Background: an optimization exercise with open tools, aiming at small area. Do not read the settings as production practice.
Function was checked by simulation only, so behaviour that the tests miss may differ from the original.
No activity file was given, so power comes from the tool's default toggle rates.

**flow/config.mk**
```make
export PLATFORM = sky130hd
export DESIGN_NAME = Loto
export DESIGN_NICKNAME = Loto
export VERILOG_FILES = /design/flow/design.v
export SDC_FILE = /design/flow/constraint.sdc
export NUM_CORES = 4
export LEC_CHECK = 0
export CAP_MARGIN = 20
export CORE_MARGIN = 2
export CORE_UTILIZATION = 40
export SLEW_MARGIN = 20
```
**flow/constraint.sdc**
```tcl
create_clock -name core_clock -period 15.0 [get_ports {Clk}]
set_input_delay 3.0000 -clock core_clock [delete_from_list [all_inputs] [get_ports {Clk}]]
set_output_delay 3.0000 -clock core_clock [all_outputs]
set_load 0.01 [all_outputs]
```
**flow/design.v**
```verilog
module Memory(clk, latch, RW, DataBusIn, DataBusOut, addIn);
parameter BUS_SIZE = 7;
parameter MEMORY_SIZE = 90;
parameter BLOCK_SIZE = 7;
parameter POL_LATCH = 1;
parameter POL_RW = 1;
input clk;
input latch, RW;
input [(BUS_SIZE-1):0] addIn;
input [(BLOCK_SIZE-1):0] DataBusIn;
wire ilatch, iRW;
output [(BLOCK_SIZE-1):0] DataBusOut;
reg [(BLOCK_SIZE-1):0] DataBusOut;
reg [(BLOCK_SIZE-1):0] memory[0:(MEMORY_SIZE-1)];
assign ilatch = (POL_LATCH == 1) ? latch : ~latch;
assign iRW = (POL_RW == 1) ? RW : ~RW;
always @(posedge clk)
begin
	if (ilatch)
	begin
		if (iRW)
		begin
			DataBusOut <= memory[addIn];
		end
		else
		begin
			memory[addIn] <= DataBusIn;
		end
	end
end
endmodule
module CmpModuloReglable(clk, S, nSet, nReset, modulo);
parameter MODULO = 90;
parameter BUS_SIZE = 7;
parameter POLARITY_NSET = 0;
parameter POLARITY_NRESET = 1;
input clk;
input nSet, nReset;
input [(BUS_SIZE-1):0] modulo;
output [(BUS_SIZE-1):0] S;
reg [(BUS_SIZE-1):0] S;
always @(posedge clk)
begin
	if (nReset == POLARITY_NRESET)
	begin
		S <= 0;
	end
	else
	begin
		if (nSet == POLARITY_NSET)
		begin
			S <= (MODULO - 1) - modulo;
		end
		else
		begin
			if (S >= (MODULO-1) - modulo)
			begin
				S <= 0;
			end
			else
			begin
				S <= S+1;
			end
		end
	end
end
endmodule
module ModuleTirage (Clk, CntModuloReg, TriggerTirage, NbrTire);
input Clk;
input [6:0] CntModuloReg;
input TriggerTirage;
output [6:0] NbrTire;
reg [6:0] NbrTire;
always @(posedge Clk)
begin
	if (TriggerTirage)
		NbrTire <= CntModuloReg;
end
endmodule
module GestionMemLibre (Clk, Reset, Go, AdModulo, AdMax, DataBusOut, DataOutTir,
                        DataBusIn, AdMem, RW, Latch, Done);
parameter ETAT_INIT = 0;
parameter ETAT_IDLE = 1;
parameter ETAT_RD_IDX = 2;
parameter ETAT_RD_LAST = 3;
parameter ETAT_WR = 4;
parameter SIZE_MEM = 90;
input Clk, Reset, Go;
input [6:0] AdModulo;
input [6:0] AdMax;
input [6:0] DataBusOut;
output [6:0] DataOutTir;
output [6:0] DataBusIn;
output [6:0] AdMem;
output RW;
output Latch;
output Done;
reg [6:0] DataOutTir;
reg [6:0] DataBusIn;
reg [6:0] AdMem;
reg RW, Latch;
reg [2:0] EtatActuel;
reg [6:0] i;
assign Done = (EtatActuel == ETAT_WR);
always @(posedge Clk)
begin
	if (Reset)
	begin
		EtatActuel <= ETAT_INIT;
		i <= 0;
		DataOutTir <= 0;
	end
	else
	begin
		case (EtatActuel)
			ETAT_INIT:
				begin
					i <= i + 1;
					if (i == SIZE_MEM - 1)
						EtatActuel <= ETAT_IDLE;
				end
			ETAT_IDLE:
				if (Go)
					EtatActuel <= ETAT_RD_IDX;
			ETAT_RD_IDX:
				EtatActuel <= ETAT_RD_LAST;
			ETAT_RD_LAST:
				begin
					DataOutTir <= DataBusOut;
					EtatActuel <= ETAT_WR;
				end
			ETAT_WR:
				EtatActuel <= ETAT_IDLE;
			default:
				EtatActuel <= ETAT_IDLE;
		endcase
	end
end
always @(*)
begin
	Latch = 0;
	RW = 1;
	AdMem = AdModulo;
	DataBusIn = DataBusOut;
	case (EtatActuel)
		ETAT_INIT:
			begin
				Latch = ~Reset;
				RW = 0;
				AdMem = i;
				DataBusIn = i + 1;
			end
		ETAT_RD_IDX:
			begin
				Latch = 1;
				RW = 1;
				AdMem = AdModulo;
			end
		ETAT_RD_LAST:
			begin
				Latch = 1;
				RW = 1;
				AdMem = SIZE_MEM - AdMax;
			end
		ETAT_WR:
			begin
				Latch = 1;
				RW = 0;
				AdMem = AdModulo;
				DataBusIn = DataBusOut;
			end
		default: ;
	endcase
end
endmodule
module GestionMemoirSauvegarde(Clk, Write, AddIn, DataIn, AddOut, DataOut);
input Clk, Write;
input [6:0] AddIn;
input [6:0] DataIn;
input [6:0] AddOut;
output [6:0] DataOut;
wire RW;
wire [6:0] AdMem;
assign RW = ~Write;
assign AdMem = Write ? AddIn : AddOut;
Memory #(.BUS_SIZE(7), .MEMORY_SIZE(90), .BLOCK_SIZE(7))
	MemSave(.clk(Clk), .latch(1'b1), .RW(RW), .DataBusIn(DataIn), .DataBusOut(DataOut), .addIn(AdMem));
endmodule
module GestionAd (Clk, Reset, RetourArriere, Mode, AdMax, AdOut1);
parameter MODE = 1;  
input Clk, Reset;
input RetourArriere;
input Mode;
input [6:0] AdMax;
output [6:0] AdOut1;
reg [6:0] AdOut1;
wire PolMode;
assign PolMode = (MODE == 1) ? Mode : ~Mode;
always @(posedge Clk)
begin
	if (Reset)
		AdOut1 <= 0;
	else if (PolMode == 1)
		AdOut1 <= AdMax;
	else if (RetourArriere && AdOut1 > 1)
		AdOut1 <= AdOut1 - 1;
end
endmodule
module ConvertisseurBCD(binaireIn,bcdOut);
    input [7:0] binaireIn;
    output [7:0] bcdOut;
    reg [7 : 0] bcdOut; 
    reg [3:0] i;   
     always @(binaireIn)
        begin
            bcdOut = 0; 
            for (i = 0; i < 8; i = i+1) 
            begin
                bcdOut = {bcdOut[7:0],binaireIn[7-i]}; 
                if(i < 7 && bcdOut[3:0] > 4) 
                    bcdOut[3:0] = bcdOut[3:0] + 3;
                if(i < 7 && bcdOut[7:4] > 4)
                    bcdOut[7:4] = bcdOut[7:4] + 3;
            end
        end     
endmodule
module Aff7SegHexa (Byte, Msq, Lsq);
parameter OUTPUT_POLARITY = 1;  
input [7:0] Byte;
output [0:6] Msq;
output [0:6] Lsq;
reg [0:6] iLsq;
reg [0:6] iMsq;
always @(Byte)
begin
	case (Byte[7:4])
		4'b0000 : iMsq[0:6] <= 7'b1111110;
		4'b0001 : iMsq[0:6] <= 7'b0110000;
		4'b0010 : iMsq[0:6] <= 7'b1101101;
		4'b0011 : iMsq[0:6] <= 7'b1111001;
		4'b0100 : iMsq[0:6] <= 7'b0110011;
		4'b0101 : iMsq[0:6] <= 7'b1011011;
		4'b0110 : iMsq[0:6] <= 7'b1011111;
		4'b0111 : iMsq[0:6] <= 7'b1110000;
		4'b1000 : iMsq[0:6] <= 7'b1111111;
		4'b1001 : iMsq[0:6] <= 7'b1111011;
		4'b1010 : iMsq[0:6] <= 7'b1110111;
		4'b1011 : iMsq[0:6] <= 7'b0011111;
		4'b1100 : iMsq[0:6] <= 7'b1001110;
		4'b1101 : iMsq[0:6] <= 7'b0111101;
		4'b1110 : iMsq[0:6] <= 7'b1001111;
		4'b1111 : iMsq[0:6] <= 7'b1000111;
	endcase
	case (Byte[3:0])
		4'b0000 : iLsq[0:6] <= 7'b1111110;
		4'b0001 : iLsq[0:6] <= 7'b0110000;
		4'b0010 : iLsq[0:6] <= 7'b1101101;
		4'b0011 : iLsq[0:6] <= 7'b1111001;
		4'b0100 : iLsq[0:6] <= 7'b0110011;
		4'b0101 : iLsq[0:6] <= 7'b1011011;
		4'b0110 : iLsq[0:6] <= 7'b1011111;
		4'b0111 : iLsq[0:6] <= 7'b1110000;
		4'b1000 : iLsq[0:6] <= 7'b1111111;
		4'b1001 : iLsq[0:6] <= 7'b1111011;
		4'b1010 : iLsq[0:6] <= 7'b1110111;
		4'b1011 : iLsq[0:6] <= 7'b0011111;
		4'b1100 : iLsq[0:6] <= 7'b1001110;
		4'b1101 : iLsq[0:6] <= 7'b0111101;
		4'b1110 : iLsq[0:6] <= 7'b1001111;
		4'b1111 : iLsq[0:6] <= 7'b1000111;
	endcase
end
assign Msq = (OUTPUT_POLARITY==1)?iMsq:~iMsq;
assign Lsq = (OUTPUT_POLARITY==1)?iLsq:~iLsq;
endmodule
module Loto (Clk, BPBack, BPReview, BPReset, BPTirage, A1, A2, A3, A4);
input Clk, BPBack, BPReview, BPReset, BPTirage;
output [6:0] A1;
output [6:0] A2;
output [6:0] A3;
output [6:0] A4;
reg PrevTirage, PrevBack;
reg [6:0] NbTirages;
reg Go;
wire [6:0] S;
wire [6:0] NbrTire;
wire [6:0] AdLibre, DataLibreIn, DataLibreOut, DataOutTir;
wire RWLibre, LatchLibre, Done;
wire [6:0] AdReview;
wire [6:0] DataSave;
wire [7:0] BCD12, BCD34;
wire EvTirage = BPTirage & ~PrevTirage & ~BPReset & ~BPReview & (NbTirages != 7'd90);
wire EvBack = BPBack & ~PrevBack & ~BPReset & BPReview;
always @(posedge Clk)
begin
	PrevTirage <= BPTirage;
	PrevBack <= BPBack;
	if (BPReset)
	begin
		NbTirages <= 0;
		Go <= 0;
	end
	else
	begin
		Go <= EvTirage;
		if (EvTirage)
			NbTirages <= NbTirages + 1;
	end
end
CmpModuloReglable #(.MODULO(90), .BUS_SIZE(7))
	CntModReg(.clk(Clk), .S(S), .nSet(1'b1), .nReset(BPReset), .modulo(NbTirages));
ModuleTirage
	ModTir(.Clk(Clk), .CntModuloReg(S), .TriggerTirage(EvTirage), .NbrTire(NbrTire));
GestionMemLibre #(.SIZE_MEM(90))
	GestionMemoireLibre(.Clk(Clk), .Reset(BPReset), .Go(Go), .AdModulo(NbrTire), .AdMax(NbTirages),
		.DataBusOut(DataLibreOut), .DataOutTir(DataOutTir), .DataBusIn(DataLibreIn), .AdMem(AdLibre),
		.RW(RWLibre), .Latch(LatchLibre), .Done(Done));
Memory #(.BUS_SIZE(7), .MEMORY_SIZE(90), .BLOCK_SIZE(7))
	MemLibre(.clk(Clk), .latch(LatchLibre), .RW(RWLibre), .DataBusIn(DataLibreIn),
		.DataBusOut(DataLibreOut), .addIn(AdLibre));
GestionAd #(.MODE(0))
	GestionAdresse(.Clk(Clk), .Reset(BPReset), .RetourArriere(EvBack), .Mode(BPReview),
		.AdMax(NbTirages), .AdOut1(AdReview));
GestionMemoirSauvegarde
	GestionMemSave(.Clk(Clk), .Write(Done), .AddIn(NbTirages - 7'd1), .DataIn(DataOutTir),
		.AddOut((AdReview == 0) ? 7'd0 : AdReview - 7'd1), .DataOut(DataSave));
wire [6:0] Nombre = BPReview ? ((AdReview == 0) ? 7'd0 : DataSave) : DataOutTir;
wire [6:0] Rang = BPReview ? AdReview : NbTirages;
ConvertisseurBCD
	ConvAff12(.binaireIn({1'b0, Nombre}), .bcdOut(BCD12));
ConvertisseurBCD
	ConvAff34(.binaireIn({1'b0, Rang}), .bcdOut(BCD34));
Aff7SegHexa #(.OUTPUT_POLARITY(1))
	Aff12(.Byte(BCD12), .Msq(A1), .Lsq(A2));
Aff7SegHexa #(.OUTPUT_POLARITY(1))
	Aff34(.Byte(BCD34), .Msq(A3), .Lsq(A4));
endmodule
```
**flow/run.sh**
```bash
#!/bin/bash
# synth_recipe.tcl (not shown) runs the flow's synth.tcl, then flattens the netlist and writes it again
# the make line also repeats each setting of config.mk as NAME=value (left out here)
make -C /OpenROAD-flow-scripts/flow DESIGN_CONFIG=/design/flow/config.mk WORK_HOME=/design/flow/orfs CLKGATE_MAP_FILE= SYNTH_SCRIPT=/design/flow/synth_recipe.tcl finish
```
==> results.txt <==
path summary, 6_finish.rpt:
check,from,depth (start not counted),endpoint,slack [ns]
setup / recovery,BPReview,28,A4[5],2.63
hold / removal,Go$_SDFF_PP0_,2,GestionMemoireLibre.EtatActuel[1]$_SDFFE_PP0P_,0.48
setup reg to reg,GestionMemoireLibre.EtatActuel[2]$_SDFFE_PP0P_,9,GestionMemSave.MemSave.memory[65][2]$_DFFE_PP_,9.56
hold reg to reg,Go$_SDFF_PP0_,2,GestionMemoireLibre.EtatActuel[1]$_SDFFE_PP0P_,0.48
logic make-up after synthesis:
logic type	after synthesis	synth area share
xor gates and xnor gates	55	0.00927
DFF	1322	0.745
adders and majority gates	63	0.0149
buffers and inverters	265	0.0204
and+or+nand+nor	770	0.0646
AOI/OAI and AO/OA	904	0.128
muxes	88	0.0183
per-stage QoR:
step                instances  setup slack, ns  total power [W]
CTS                      5329             2.69          0.00843
floorplan                3467             4.35          0.00495
detailed placement       5106             2.71          0.00544
finish                   5330             2.63          0.00840
global route             5330             1.99          0.00866
global placement         5106             2.88          0.00542
synthesized netlist by cell type (8+ instances only):
cell / n
clkbuf_1: 141
xnor2_1: 33
a221oi_1: 104
buf_2: 42
nand4_1: 14
a222oi_1: 72
and3_1: 19
nor3b_1: 9
o22a_1: 9
xor2_1: 21
edfxtp_1: 1281
mux2_2: 10
o21ai_0: 66
a22oi_1: 253
nand2b_1: 8
a211oi_1: 37
a221o_1: 10
buf_1: 37
nor4_1: 21
nor3_1: 39
dfxtp_1: 41
a21o_1: 9
a2111oi_0: 13
ha_1: 63
a21oi_1: 140
o22ai_1: 29
a22o_1: 39
nand2_1: 260
a31oi_1: 34
nand3_1: 78
o311ai_0: 11
inv_1: 39
mux2i_1: 71
nor2_1: 281
critical path: cells and delay by family:
| family | cells | cell delay (ns) |
|---|---|---|
| AOI/OAI and AO/OA | 5 | 0.85 |
| xor gates and xnor gates | 4 | 1.15 |
| buffers and inverters | 8 | 1.85 |
| adders and majority gates | 6 | 1.60 |
| muxes | 2 | 0.50 |
| and+or+nand+nor | 3 | 0.38 |
layout make-up:
type,instances,share of cell area
flip-flops and latches,1322,0.665
multi-input cells,1880,0.214
clock buffers,143,0.0523
well taps,1755,0.0372
repair buffers,110,0.0163
clock inverters,80,0.0129
inverters,40,0.00254
state kept, by name, indices dropped and copies added, names as in the netlist:
register                           flops
CntModReg.S                            7
GestionAdresse.AdOut1                  7
GestionMemSave.MemSave.DataBusOut      7
GestionMemSave.MemSave.memory        630
GestionMemoireLibre.DataOutTir         7
GestionMemoireLibre.EtatActuel         3
GestionMemoireLibre.i                  7
Go                                     1
MemLibre.DataBusOut                    7
MemLibre.memory                      630
ModTir.NbrTire                         7
NbTirages                              7
PrevBack                               1
PrevTirage                             1
report_power, final:
part | internal [W] | total, W | switching [W]
clock network | 0.00169 | 0.00303 | 0.00134
logic | 0.000517 | 0.00132 | 0.000799
registers | 0.00404 | 0.00405 | 0.0000154
layout by cell type, fill, tap and decap left out, types with 71 or more instances in the layout:
master and instances:
edfxtp_1 1281, mux2i_1 71, a21oi_1 138, nand2_1 260, a22oi_1 253, nand3_1 78, buf_4 74, nor2_1 275
a222oi_1 72, a221oi_1 104, clkbuf_16 120
per-layer routing:
metal | GRT usage | wire [um]
met2 | 0.313 | 64300
met1 | 0.298 | 59300
met4 | 0.0541 | 3050
met5 | 0.00249 | 67
met3 | 0.0306 | 12500
==> key figures <==
Yosys
  • Synthesized cell area: 52700 um2
  • Synthesized area per cell: 15.2 um2
  • Primary FF master, synth: edfxtp_1
  • Yosys Warn Count: 8
  • FF+latch count, synth: 1322
  • FFs w/ async S/R, synth: 0
  • Top-area cell type share of the netlist area: 0.729
  • Synth area leaders: edfxtp_1 (73%), a22oi_1 (3.6%), nor2_1 (2.0%), nand2_1 (1.9%), a221oi_1 (1.7%)
  • Yosys cell types: 94
  • Cell taking the most area after synthesis: edfxtp_1
  • Sequential-to-total area share from yosys stat: 0.745
  • EDFF count, synth: 1281
  • Synthesized instance count: 3467
  • Net Count, Synth: ~3500

STA
  • Max Freq: 80.8 MHz
  • Slew @ Worst Pin: 1.16 ns
  • Max_slew headroom: 0.224
  • Final worst-path cycle share: 0.825
  • Final Critical Period: 12.37 ns
  • Final TNS setup: 0 ns
  • Fin. Hold Viols: 0
  • # setup viols final: 0
  • Post-route clock skew: 0.0223 ns
  • RSZ-0062 raised after global routing: false
  • Final Slew Violations: 0
  • Worst hold slack: 0.478 ns

Routing
  • WL final: 139000 um
  • DRC violations left: 0
  • Routed Antenna Nets: 0
  • Via count: 31900
  • Via density per instance: 5.98
  • DR WL/cell: between 20 and 30 um
  • DR pass1 iterations: 8
  • Violation count after the first detailed-route iteration: between 4000 and 5000

Place
  • Placed Area: 55200 um2
  • Placed wire-length estimate: approximately 80000 um
  • PortBufs: 32
  • Final Wtd Congestion: ~0.86

Clock tree
  • CTS Sinks: 1322
  • CTS Hold Bufs: 0
  • Num CTS Buffers: around 120
  • Clock Latency Late Sink: 0.72 ns
  • CTS root buffer: clkbuf_16
  • H-tree levels: 3
  • Setup bufs post-CTS: 0
  • Deepest clock path buffer count: 3
  • CTS resizes: 0
  • CTS tree: done
  • Reg clk slew, reported paths: ~0.07 ns

Finish
  • Final Core Density: 0.451
  • Post-route cell area: 59100 um2
  • Reg area: ~40000 um2
  • Multi-input gate area: 12600 um2
  • Share of cells above drive strength 1: 0.0923
  • # diodes: 0
  • Fillers: 11500
  • Nets: 3540
  • P&R area growth vs syn: 12.0%

Die
  • Initial Util: 0.402
  • Die height: between 300 and 400 um
  • Core Box Area: 131000 um2
  • # rows: 133
  • Die area: 135000 um2
  • Width of the die: 367 um
  • I/O pins: 33

Global routing
  • Initial antenna violation count: 1
  • Tot GR Track Use: 0.202
  • First-pass GRT wire length: 206000 um
  • Number of global-route vias before repair: 30200
  • Largest net degree at the start of global routing: 116
  • GR Overflow Total: 0

Power and ir drop
  • Leak: 18.9 nW
  • Power Dens Cells: roughly 140 nW/um2
  • VDD IR max: ~0.000095 V

Outcome
  • Status: timing/DRC/antenna clean

Critical path
  • Crit-path slowest cell: clkdlybuf4s50_1
  • Setup Crit Path Kind: in2out
  • CP most frequent cell: ha_1
  • Element type at the critical path start: primary input
  • CP Capture Type: primary output
  • CP arrival: roughly 9.4 ns
  • Crit Path Max Fanout: 32
  • CP peak stage delay: approximately 0.57 ns
  • Crit path required time: ~12 ns

Min path
  • Worst Hold Class: reg2reg

Flow run
  • Max_cap viols: 0

## afterwards: timing with drivers on the ports
In the flow no input, the clock included, has a driving cell. The finished layout below was timed again as built, in two steps. Step 1 (the two cells are an assumption about what drives the block):
set clk [get_ports {Clk}]
set_driving_cell -lib_cell sky130_fd_sc_hd__clkbuf_16 $clk
set_driving_cell -lib_cell sky130_fd_sc_hd__buf_2 [delete_from_list [all_inputs] $clk]
Step 2 times the ports against the registers' clock, not the clock port: input delays grow and output delays shrink by t, the midpoint of the rising clock arrivals with the driver on. a / b / c = ideal ports / drivers / drivers and shift; a / b = the first two.
t (ns): 0.798
slack for setup (ns): 2.627 / 2.601 / 2.601
latest minus earliest clock arrival (ns): 0.024 / 0.023
cell pins on the clock port's net: 1
After both steps this run still meets setup and hold. For this run, drivers alone change the setup slack by -0.026 ns; drivers and shift together by -0.026 ns.
